Context: an optimization exercise on an open-source flow, tuned for small area, a short achievable clock period and few clock cycles. The choices shown serve that exercise and are no tape-out recipe. Only simulation tests tie the RTL to the original design; equivalence was not proved. The clock input has no modelled driver; a real chip could not lean on it and would need a root buffer or a full tree. Power is estimated from default activity; no workload was simulated.

==> flow/design.v <==
module ni_apb_bridge (
    input         clk,
    input         resetn,
    input  [15:0] i_flit,
    input         enable,
    output [15:0] o_flit,
    output        ready,
    output        valid_out,
    input  [31:0] prdata,
    input         pready,
    input         pslverr,
    output [13:0] paddr,
    output        psel,
    output        penable,
    output        pwrite,
    output [31:0] pwdata
);
  localparam [2:0] RX_IDLE = 3'b000, RX_B0 = 3'b001, RX_B1 = 3'b011, RX_B2 = 3'b010,
                   RX_B3 = 3'b110, RX_TL = 3'b111;
  reg [15:0] h_q, t_q, o_q;    
  reg [31:0] pw_q;             
  reg        e_q;              
  reg        rdy_q, psel_q, pen_q, vld_q;
  reg [2:0]  rx_q;
  reg        infl_q;           
  reg        pend_q;           
  reg [3:0]  bt_q;             
  wire take   = rdy_q & enable;
  wire xend   = pen_q & pready;
  wire ofree  = ~vld_q | bt_q[3];
  wire start  = (xend | pend_q) & ofree;
  wire [31:0] rd_perm = {prdata[1:0], prdata[31:18], prdata[17:2]};
  wire [31:0] wr_flit = {i_flit[2:1], i_flit[15:1], i_flit[15:1]};
  wire rx_b01 = ~rx_q[2] & rx_q[0];    
  wire [31:0] pw_d = {(rx_q == RX_B2 && !pen_q) ? wr_flit[31:30] : rd_perm[31:30],
                      rx_b01 ? wr_flit[29:0] : rd_perm[29:0]};
  wire ld0 = xend | (rx_q == RX_B0);
  wire ld1 = xend | (rx_q == RX_B1);
  wire ld2 = xend | (rx_q == RX_B2);
  always @(posedge clk) begin
    if (!resetn) begin
      rdy_q  <= 1'b1;
      rx_q   <= RX_IDLE;
      infl_q <= 1'b0;
      psel_q <= 1'b0;
      pen_q  <= 1'b0;
      pend_q <= 1'b0;
      vld_q  <= 1'b0;
    end else begin
      case (rx_q)
        RX_IDLE: if (take) rx_q <= RX_B0;
        RX_B0:   rx_q <= RX_B1;
        RX_B1:   rx_q <= RX_B2;
        RX_B2:   rx_q <= RX_B3;
        RX_B3:   rx_q <= RX_TL;
        default: rx_q <= RX_IDLE;
      endcase
      if (take) infl_q <= 1'b1;
      else if (start) infl_q <= 1'b0;
      rdy_q <= ~take & (rx_q == RX_IDLE || rx_q == RX_TL) & (~infl_q | start);
      if ((rx_q == RX_B0 && !i_flit[1]) || (rx_q == RX_B2 && pw_q[0])) psel_q <= 1'b1;
      else if (xend) psel_q <= 1'b0;
      pen_q  <= psel_q & ~xend;
      pend_q <= (xend | pend_q) & ~start;
      if (start) vld_q <= 1'b1;
      else if (bt_q[3]) vld_q <= 1'b0;
    end
  end
  always @(posedge clk) begin
    if (rdy_q) h_q <= i_flit;
    if (rx_q == RX_TL) t_q <= i_flit;
    if (ld0) pw_q[14:0]  <= pw_d[14:0];
    if (ld1) pw_q[29:15] <= pw_d[29:15];
    if (ld2) pw_q[31:30] <= pw_d[31:30];
    if (pen_q) e_q <= pslverr;
    if (ofree) begin
      o_q  <= h_q;
      bt_q <= 4'b0000;
    end else begin
      bt_q <= {bt_q[2:0], ~|bt_q[2:0]};
      o_q  <= ({16{~|bt_q[2:0]}} & {2'b00, pw_q[29:16]})
            | ({16{bt_q[0]}} & pw_q[15:0])
            | ({16{bt_q[1]}} & {pw_q[31:30], e_q, 13'b0})
            | ({16{bt_q[2]}} & t_q);
    end
  end
  assign ready     = rdy_q;
  assign valid_out = vld_q;
  assign o_flit    = o_q;
  assign psel      = psel_q;
  assign penable   = pen_q;
  assign paddr     = pw_q[14:1];
  assign pwrite    = pw_q[0];
  assign pwdata    = pw_q;
endmodule
Settings: LEC_CHECK=0, CAP_MARGIN=20, CORE_MARGIN=2, CORE_UTILIZATION=50, PLACE_DENSITY=0.8, SETUP_SLACK_MARGIN=3.1, SLEW_MARGIN=20; clock period 5.0 ns.
standard.sh (not shown) runs the stock make flow with config.mk's settings and CLKGATE_MAP_FILE= SYNTH_SCRIPT=/design/flow/synth_recipe.tcl, a recipe that flattens the netlist after the stock synthesis.
==> flow/flow/run.sh <==
#!/bin/bash
# The standard layout, except:
#  - the port buffers are sky130_fd_sc_hd__buf_1 (buffer_ports otherwise
#    picks clkdlybuf4s50_1, a slow delay cell);
#  - the clock tree is four clkbuf_16 fed from the clock port, each driving
#    a quarter of the flip-flops (see mantree.tcl), in place of TritonCTS's
#    two-level H-tree.
set -euo pipefail
export BUFFER_PORTS_ARGS="-buffer_cell sky130_fd_sc_hd__buf_1"
export PRE_CTS_TCL="$PWD/flow/pre_cts.tcl"
bash standard.sh finish > standard_flow.log 2>&1
==> flow/flow/mantree.tcl <==
# Clock tree of NB clkbuf_16 buffers, each driving a slice of the flip-flops
# (sorted by x), all fed straight from the clock port.
proc manual_clock_tree { nb } {
  set block [ord::get_db_block]
  set clknet [$block findNet clk]
  set master [[ord::get_db] findMaster sky130_fd_sc_hd__clkbuf_16]
  set sinks {}
  foreach it [$clknet getITerms] {
    set inst [$it getInst]
    set bb [$inst getBBox]
    lappend sinks [list [expr {([$bb xMin] + [$bb xMax]) / 2}] [expr {([$bb yMin] + [$bb yMax]) / 2}] $it]
  }
  set sinks [lsort -integer -index 0 $sinks]
  set n [llength $sinks]
  for {set b 0} {$b < $nb} {incr b} {
    set lo [expr {$b * $n / $nb}]
    set hi [expr {($b + 1) * $n / $nb - 1}]
    set grp [lrange $sinks $lo $hi]
    set sx 0; set sy 0
    foreach s $grp { incr sx [lindex $s 0]; incr sy [lindex $s 1] }
    set cx [expr {$sx / [llength $grp]}]
    set cy [expr {$sy / [llength $grp]}]
    set inst [odb::dbInst_create $block $master clkman_$b]
    set net [odb::dbNet_create $block clkman_net_$b]
    $net setSigType CLOCK
    [$inst findITerm A] connect $clknet
    [$inst findITerm X] connect $net
    foreach s $grp {
      set it [lindex $s 2]
      $it disconnect
      $it connect $net
    }
    $inst setLocation $cx $cy
    $inst setPlacementStatus PLACED
  }
}
==> flow/flow/pre_cts.tcl <==
# Sourced by ORFS's cts.tcl before clock tree synthesis (PRE_CTS_TCL): build
# the clock tree by hand instead, as a few clkbuf_16 fed from the clock port.
source [file join [file dirname [info script]] mantree.tcl]
rename clock_tree_synthesis orfs_clock_tree_synthesis
proc clock_tree_synthesis { args } {
  manual_clock_tree 4
  set_propagated_clock [all_clocks]
}
The first run completed without violations.
Testbench counts at the start, summed over its fixed seeds: cycles 10,485.
==> next run, changes <==
Settings changed: ABC_AREA set to 1, SETUP_SLACK_MARGIN 3.1 to 3.2.
The changed run finished clean; final area increases by 5.1%; synthesized area increases by 4.5%; die area came out higher by 4.3%; cell count went up by 19%; wire length grows by 8.2%.
In every run of this note, the design's own scripts or RTL, not TritonCTS, make the clock network.

* * *

## east
Starts from the design.v that is shown in full above.
export LEC_CHECK = 0
export CAP_MARGIN = 20
export CORE_MARGIN = 2
export CORE_UTILIZATION = 50
export PLACE_DENSITY = 0.8
export SETUP_SLACK_MARGIN = 3.2
export SLEW_MARGIN = 20
create_clock -name core_clock -period 5.0 [get_ports {clk}]
==> flow/flow/pre_cts.tcl <==
# Sourced by ORFS's cts.tcl before clock tree synthesis (PRE_CTS_TCL): build
# the clock tree by hand instead, as a few clkbuf_16 fed from the clock port,
# and make the output port buffers buf_2.
source [file join [file dirname [info script]] mantree.tcl]
rename clock_tree_synthesis orfs_clock_tree_synthesis
proc clock_tree_synthesis { args } {
  manual_clock_tree 4
  foreach inst [get_cells output*] {
    if {[get_property [get_lib_cells -of_objects $inst] name] == "sky130_fd_sc_hd__buf_1"} {
      replace_cell $inst sky130_fd_sc_hd__buf_2
    }
  }
  set_propagated_clock [all_clocks]
}
Scripts as last shown in full above: flow/flow/run.sh, flow/flow/mantree.tcl
east has completed all stages; timing, DRC and antenna checks passed.
Testbench counts of east, summed over its fixed seeds: cycles 10,485.
[inputs] middle vs east
Settings: setting TNS_END_PERCENT to 5 for the first time.
==> flow/flow/pre_cts.tcl <==
# Sourced by ORFS's cts.tcl before clock tree synthesis (PRE_CTS_TCL): build
# the clock tree by hand instead, as a few clkbuf_16 fed from the clock port.
source [file join [file dirname [info script]] mantree.tcl]
rename clock_tree_synthesis orfs_clock_tree_synthesis
proc clock_tree_synthesis { args } {
  manual_clock_tree 4
  set_propagated_clock [all_clocks]
}
middle reports a higher final worst-path cycle share than east does. Clock latency on the worst-skew pair: middle vs east, no meaningful difference. middle vs. east: area growth from synthesis to layout moved down, switching power of the nets fell by 0.0000032 W. Compared with east, middle shows share of the final layout cell area in sequential cells higher by 1.9 points. The higher fraction of layout cells with a size suffix above 1 came out of east. STATUS total power: middle wins against east. Compared with east, middle instantiates a smaller number of standard cells.
In every run of this note, the design's own scripts or RTL, not TritonCTS, make the clock network.

* * *

RTL: the design.v shown in full above, as it stands there.
==> flow/config.mk <==
export PLATFORM = sky130hd
export DESIGN_NAME = ni_apb_bridge
export DESIGN_NICKNAME = ni_apb_bridge
export VERILOG_FILES = /design/flow/design.v
export SDC_FILE = /design/flow/constraint.sdc
export NUM_CORES = 4
export LEC_CHECK = 0
export CAP_MARGIN = 20
export CORE_MARGIN = 2
export CORE_UTILIZATION = 50
export PLACE_DENSITY = 0.8
export SETUP_SLACK_MARGIN = 3.2
export SLEW_MARGIN = 20
==> flow/constraint.sdc <==
create_clock -name core_clock -period 5.0 [get_ports {clk}]
set_input_delay 1.0000 -clock core_clock [delete_from_list [all_inputs] [get_ports {clk}]]
set_output_delay 1.0000 -clock core_clock [all_outputs]
set_load 0.01 [all_outputs]
==> flow/flow/pre_cts.tcl <==
# Sourced by ORFS's cts.tcl before clock tree synthesis (PRE_CTS_TCL): build
# the clock tree by hand instead, as a few clkbuf_16 fed from the clock port.
source [file join [file dirname [info script]] mantree.tcl]
rename clock_tree_synthesis orfs_clock_tree_synthesis
proc clock_tree_synthesis { args } {
  manual_clock_tree 4
  set_propagated_clock [all_clocks]
}
Scripts as last shown in full above: flow/flow/run.sh, flow/flow/mantree.tcl
The starting point completed with no timing, DRC or antenna violations.
Testbench counts at the start, summed over its fixed seeds: cycles 10,485.
Then changed:
--- a/flow/flow/pre_cts.tcl
+++ b/flow/flow/pre_cts.tcl
@@ -2 +2,2 @@
-# the clock tree by hand instead, as a few clkbuf_16 fed from the clock port.
+# the clock tree by hand instead, as a few clkbuf_16 fed from the clock port,
+# and make the output port buffers buf_2.
@@ -6,0 +8,8 @@
+  foreach p [get_ports -filter "direction==output"] {
+    foreach pin [get_pins -of_objects [get_nets -of_objects $p]] {
+      set inst [get_cells -of_objects $pin]
+      if {[get_property [get_lib_cells -of_objects $inst] name] == "sky130_fd_sc_hd__buf_1"} {
+        replace_cell $inst sky130_fd_sc_hd__buf_2
+      }
+    }
+  }
With this change the flow never finished: it broke off in 4_1_cts.
Synthesized area stays the same.
Synthesized cell count stays the same.
The clock cells of the first run of this note come from the design's own scripts or RTL, not from TritonCTS.

* * *

Starts from the design.v that is shown in full above.
==> flow/config.mk <==
export PLATFORM = sky130hd
export DESIGN_NAME = ni_apb_bridge
export DESIGN_NICKNAME = ni_apb_bridge
export VERILOG_FILES = /design/flow/design.v
export SDC_FILE = /design/flow/constraint.sdc
export NUM_CORES = 4
export LEC_CHECK = 0
export CAP_MARGIN = 20
export CORE_MARGIN = 2
export CORE_UTILIZATION = 50
export PLACE_DENSITY = 0.8
export SETUP_SLACK_MARGIN = 3.3
export SLEW_MARGIN = 20
==> flow/constraint.sdc <==
create_clock -name core_clock -period 5.0 [get_ports {clk}]
set_input_delay 1.0000 -clock core_clock [delete_from_list [all_inputs] [get_ports {clk}]]
set_output_delay 1.0000 -clock core_clock [all_outputs]
set_load 0.01 [all_outputs]
==> flow/flow/pre_cts.tcl <==
# Sourced by ORFS's cts.tcl before clock tree synthesis (PRE_CTS_TCL): build
# the clock tree by hand instead, as a few clkbuf_16 fed from the clock port.
source [file join [file dirname [info script]] mantree.tcl]
rename clock_tree_synthesis orfs_clock_tree_synthesis
proc clock_tree_synthesis { args } {
  manual_clock_tree 4
  set_propagated_clock [all_clocks]
}
Scripts as last shown in full above: flow/flow/run.sh, flow/flow/mantree.tcl
The baseline went through all stages and came out clean.
Testbench counts at the start, summed over its fixed seeds: cycles 10,485.
==> next run, changes <==
- SETUP_SLACK_MARGIN: 3.3 -> 3.2
- TNS_END_PERCENT: default -> 30
After rerunning:
- area after synthesis does not change
- core utilization decreases by 4.0 points
- power fell by 2.7%
==> next run, changes <==
- CORE_UTILIZATION: 50 -> 45
- TNS_END_PERCENT: 30 -> default
The new run passed the timing, design-rule and antenna checks.
Final area increases slightly.
First-iteration DRC count increases by well over a third.
Total power increases slightly.
Sequential cell count stays the same.
Die area increases by roughly a tenth.
==> next run, changes <==
- CELL_PAD_IN_SITES_DETAIL_PLACEMENT: default -> 0
- CELL_PAD_IN_SITES_GLOBAL_PLACEMENT: default -> 0
- CORE_UTILIZATION: 45 -> 50
The new run passed the timing, design-rule and antenna checks.
Setup slack improves by 0.0052 ns.
Final area hardly moves.
Core utilization rises by 6.8 points.
Die area fell by 9.6%.
Sequential share of layout area came out lower by 0.11 points.
Sequential power is about the same.
No run of this note takes its clock network from TritonCTS; it comes from the design's own scripts or RTL.

* * *

amber:
RTL: the design.v shown in full above, as it stands there.
==> flow/config.mk <==
export PLATFORM = sky130hd
export DESIGN_NAME = ni_apb_bridge
export DESIGN_NICKNAME = ni_apb_bridge
export VERILOG_FILES = /design/flow/design.v
export SDC_FILE = /design/flow/constraint.sdc
export NUM_CORES = 4
export LEC_CHECK = 0
export CAP_MARGIN = 20
export CORE_MARGIN = 2
export CORE_UTILIZATION = 60
export PLACE_DENSITY = 0.8
export SETUP_SLACK_MARGIN = 3.2
export SLEW_MARGIN = 20
==> flow/constraint.sdc <==
create_clock -name core_clock -period 5.0 [get_ports {clk}]
set_input_delay 1.0000 -clock core_clock [delete_from_list [all_inputs] [get_ports {clk}]]
set_output_delay 1.0000 -clock core_clock [all_outputs]
set_load 0.01 [all_outputs]
Scripts as last shown in full above: flow/flow/run.sh, flow/flow/mantree.tcl, flow/flow/pre_cts.tcl
Testbench counts of amber, summed over its fixed seeds: cycles 10,485.
The inputs of willow differ from those of amber as listed below.
# amber
export LEC_CHECK = 0
export CAP_MARGIN = 20
export CORE_MARGIN = 2
export CORE_UTILIZATION = 60
export PLACE_DENSITY = 0.8
export SETUP_SLACK_MARGIN = 3.2
export SLEW_MARGIN = 20
create_clock -name core_clock -period 5.0 [get_ports {clk}]
# willow
export LEC_CHECK = 0
export CAP_MARGIN = 20
export CORE_MARGIN = 2
export CORE_UTILIZATION = 50
export GPL_ROUTABILITY_DRIVEN = 0
export PLACE_DENSITY = 0.8
export SETUP_SLACK_MARGIN = 3.2
export SLEW_MARGIN = 20
create_clock -name core_clock -period 5.0 [get_ports {clk}]
### Flow results
- Relative contribution of combinational cells to total power, willow and amber: lower on amber
- Maximum frequency (willow over amber): increase, 3.0 MHz
- Comparing power of the combinational group for willow and amber, the bigger number came from willow.
- Going from amber to willow, total global-route track usage moved down, sum of internal, switching and leakage power moved up, ratio of cells with drive above 1 in the final layout level, delay of the slowest critical-path stage level.
- Time the worst path needs with I/O delays and setup was higher in the run labelled amber.
- Compared with amber, willow shows a setup slack of the critical path after layout that is 9.4 ps higher.
No run of this note takes its clock network from TritonCTS; it comes from the design's own scripts or RTL.

* * *

Setup of run 1:
Another version of the RTL of ni_apb_bridge (not shown whole).
For scale: about 120 I/O pins, roughly 0.0038 mm2 of cells after synthesis.
==> flow/config.mk <==
export PLATFORM = sky130hd
export DESIGN_NAME = ni_apb_bridge
export DESIGN_NICKNAME = ni_apb_bridge
export VERILOG_FILES = /design/flow/design.v
export SDC_FILE = /design/flow/constraint.sdc
export NUM_CORES = 4
export LEC_CHECK = 0
export CAP_MARGIN = 20
export CORE_MARGIN = 2
export CORE_UTILIZATION = 50
export PLACE_DENSITY = 0.8
export SETUP_SLACK_MARGIN = 3.15
export SLEW_MARGIN = 20
==> flow/constraint.sdc <==
create_clock -name core_clock -period 5.0 [get_ports {clk}]
set_input_delay 1.0000 -clock core_clock [delete_from_list [all_inputs] [get_ports {clk}]]
set_output_delay 1.0000 -clock core_clock [all_outputs]
set_load 0.01 [all_outputs]
Scripts as last shown in full above: flow/flow/run.sh, flow/flow/mantree.tcl, flow/flow/pre_cts.tcl
Testbench counts of run 1, summed over its fixed seeds: cycles 10,485.
Modified inputs, run 2 compared to run 1
# run 1
export LEC_CHECK = 0
export CAP_MARGIN = 20
export CORE_MARGIN = 2
export CORE_UTILIZATION = 50
export PLACE_DENSITY = 0.8
export SETUP_SLACK_MARGIN = 3.15
export SLEW_MARGIN = 20
create_clock -name core_clock -period 5.0 [get_ports {clk}]
# run 2
export LEC_CHECK = 0
export CAP_MARGIN = 20
export CORE_MARGIN = 2
export CORE_UTILIZATION = 65
export SETUP_SLACK_MARGIN = 3.2
export SLEW_MARGIN = 20
create_clock -name core_clock -period 5.0 [get_ports {clk}]
==> notes.md <==
- In run 2 the initial cell density of the core turned out 16 points higher than in run 1.
- Average vias per placed instance ends up lower on run 1.
- [diff] power after layout, run 2 relative to run 1: regression
- The power share of the combinational group reported for run 2 is greater than that of run 1 by 1.1 points.
- Relative to run 1, the total cell area at the placement stage measured on run 2 has decreased slightly.
- On final-layout worst hold slack, run 2 tracks run 1 almost exactly.
- Compared with run 1, placement density in the core of run 2 is higher.
- Worst slack at placement: run 1 and run 2 compared, lower one is run 1
- Per the comparison of run 2 with run 1, relative area change from synthesis to final layout rose 1.9 points, number of standard-cell rows in the floorplan fell 13%.
Modified inputs, run 3 compared to run 2
# run 2
export LEC_CHECK = 0
export CAP_MARGIN = 20
export CORE_MARGIN = 2
export CORE_UTILIZATION = 65
export SETUP_SLACK_MARGIN = 3.2
export SLEW_MARGIN = 20
create_clock -name core_clock -period 5.0 [get_ports {clk}]
# run 3
export LEC_CHECK = 0
export CAP_MARGIN = 20
export CORE_MARGIN = 2
export CORE_UTILIZATION = 50
export PLACE_DENSITY = 0.8
export SETUP_SLACK_MARGIN = 3.25
export SLEW_MARGIN = 20
create_clock -name core_clock -period 5.0 [get_ports {clk}]
## What came out
On later-pin clock latency in the skew report, run 2 and run 3 are basically level.
As of run 3, number of nets in the final layout had risen slightly compared to run 2.
Between run 2 and run 3, the post-CTS setup buffer count is lower for run 2.
For average detailed-routed wire length per instance, dividing the value from run 2 by the value from run 3 gives 1.09.
Diff run 2 -> run 3: die height rose 13%, wire length reported by the detailed router -about 2%, global-route track usage on met2 moved down.
The sequential power of run 2 and that of run 3 are within noise of each other.
In every run of this note, the design's own scripts or RTL, not TritonCTS, make the clock network.

-- re-timing with driven ports --
In the flow no input, the clock included, has a driving cell. The finished layouts below were timed again as built, in two steps.
Step 1, drivers: a clkbuf_16 drives clk and a buf_2 each remaining input, both assumed.
Step 2 times the ports against the registers' clock, not the clock port: input delays grow and output delays shrink by t, the midpoint of the rising clock arrivals with the driver on.
Slacks: no drivers / after step 1 / after step 2; pairs: no drivers / after step 1.
run	t, ns	setup slack, ns	hold slack, ns	worst setup path after step 2
the first run of note 1	0.222	3.163 / 3.131 / 2.983	0.480 / 0.480 / 0.480	input to register
the second run of note 1	0.225	3.218 / 3.149 / 3.038	0.451 / 0.451 / 0.451	input to register
east	0.223	3.224 / 3.151 / 3.086	0.469 / 0.469 / 0.469	input to register
middle	0.222	3.163 / 3.131 / 2.983	0.480 / 0.480 / 0.480	input to register
the first run of note 3	0.221	3.232 / 3.161 / 3.085	0.468 / 0.468 / 0.468	input to register
the first run of note 4	0.223	3.239 / 3.169 / 3.127	0.475 / 0.475 / 0.475	input to register
the second run of note 4	0.222	3.156 / 3.133 / 2.975	0.479 / 0.479 / 0.479	input to register
the third run of note 4	0.221	3.227 / 3.158 / 3.103	0.485 / 0.485 / 0.485	input to register
the fourth run of note 4	0.221	3.232 / 3.161 / 3.085	0.468 / 0.468 / 0.468	input to register
amber	0.217	3.223 / 3.158 / 3.094	0.489 / 0.489 / 0.489	input to register
willow	0.221	3.232 / 3.161 / 3.085	0.468 / 0.468 / 0.468	input to register
run 1	0.223	3.222 / 3.152 / 3.040	0.500 / 0.500 / 0.500	input to register
run 2	0.226	3.200 / 3.150 / 3.023	0.497 / 0.497 / 0.497	input to register
run 3	0.223	3.219 / 3.148 / 3.080	0.527 / 0.527 / 0.527	input to register
After both steps setup and hold are still met in every run listed. For run 1, which loses most, drivers alone change the setup slack by -0.070 ns; drivers and shift together by -0.182 ns.
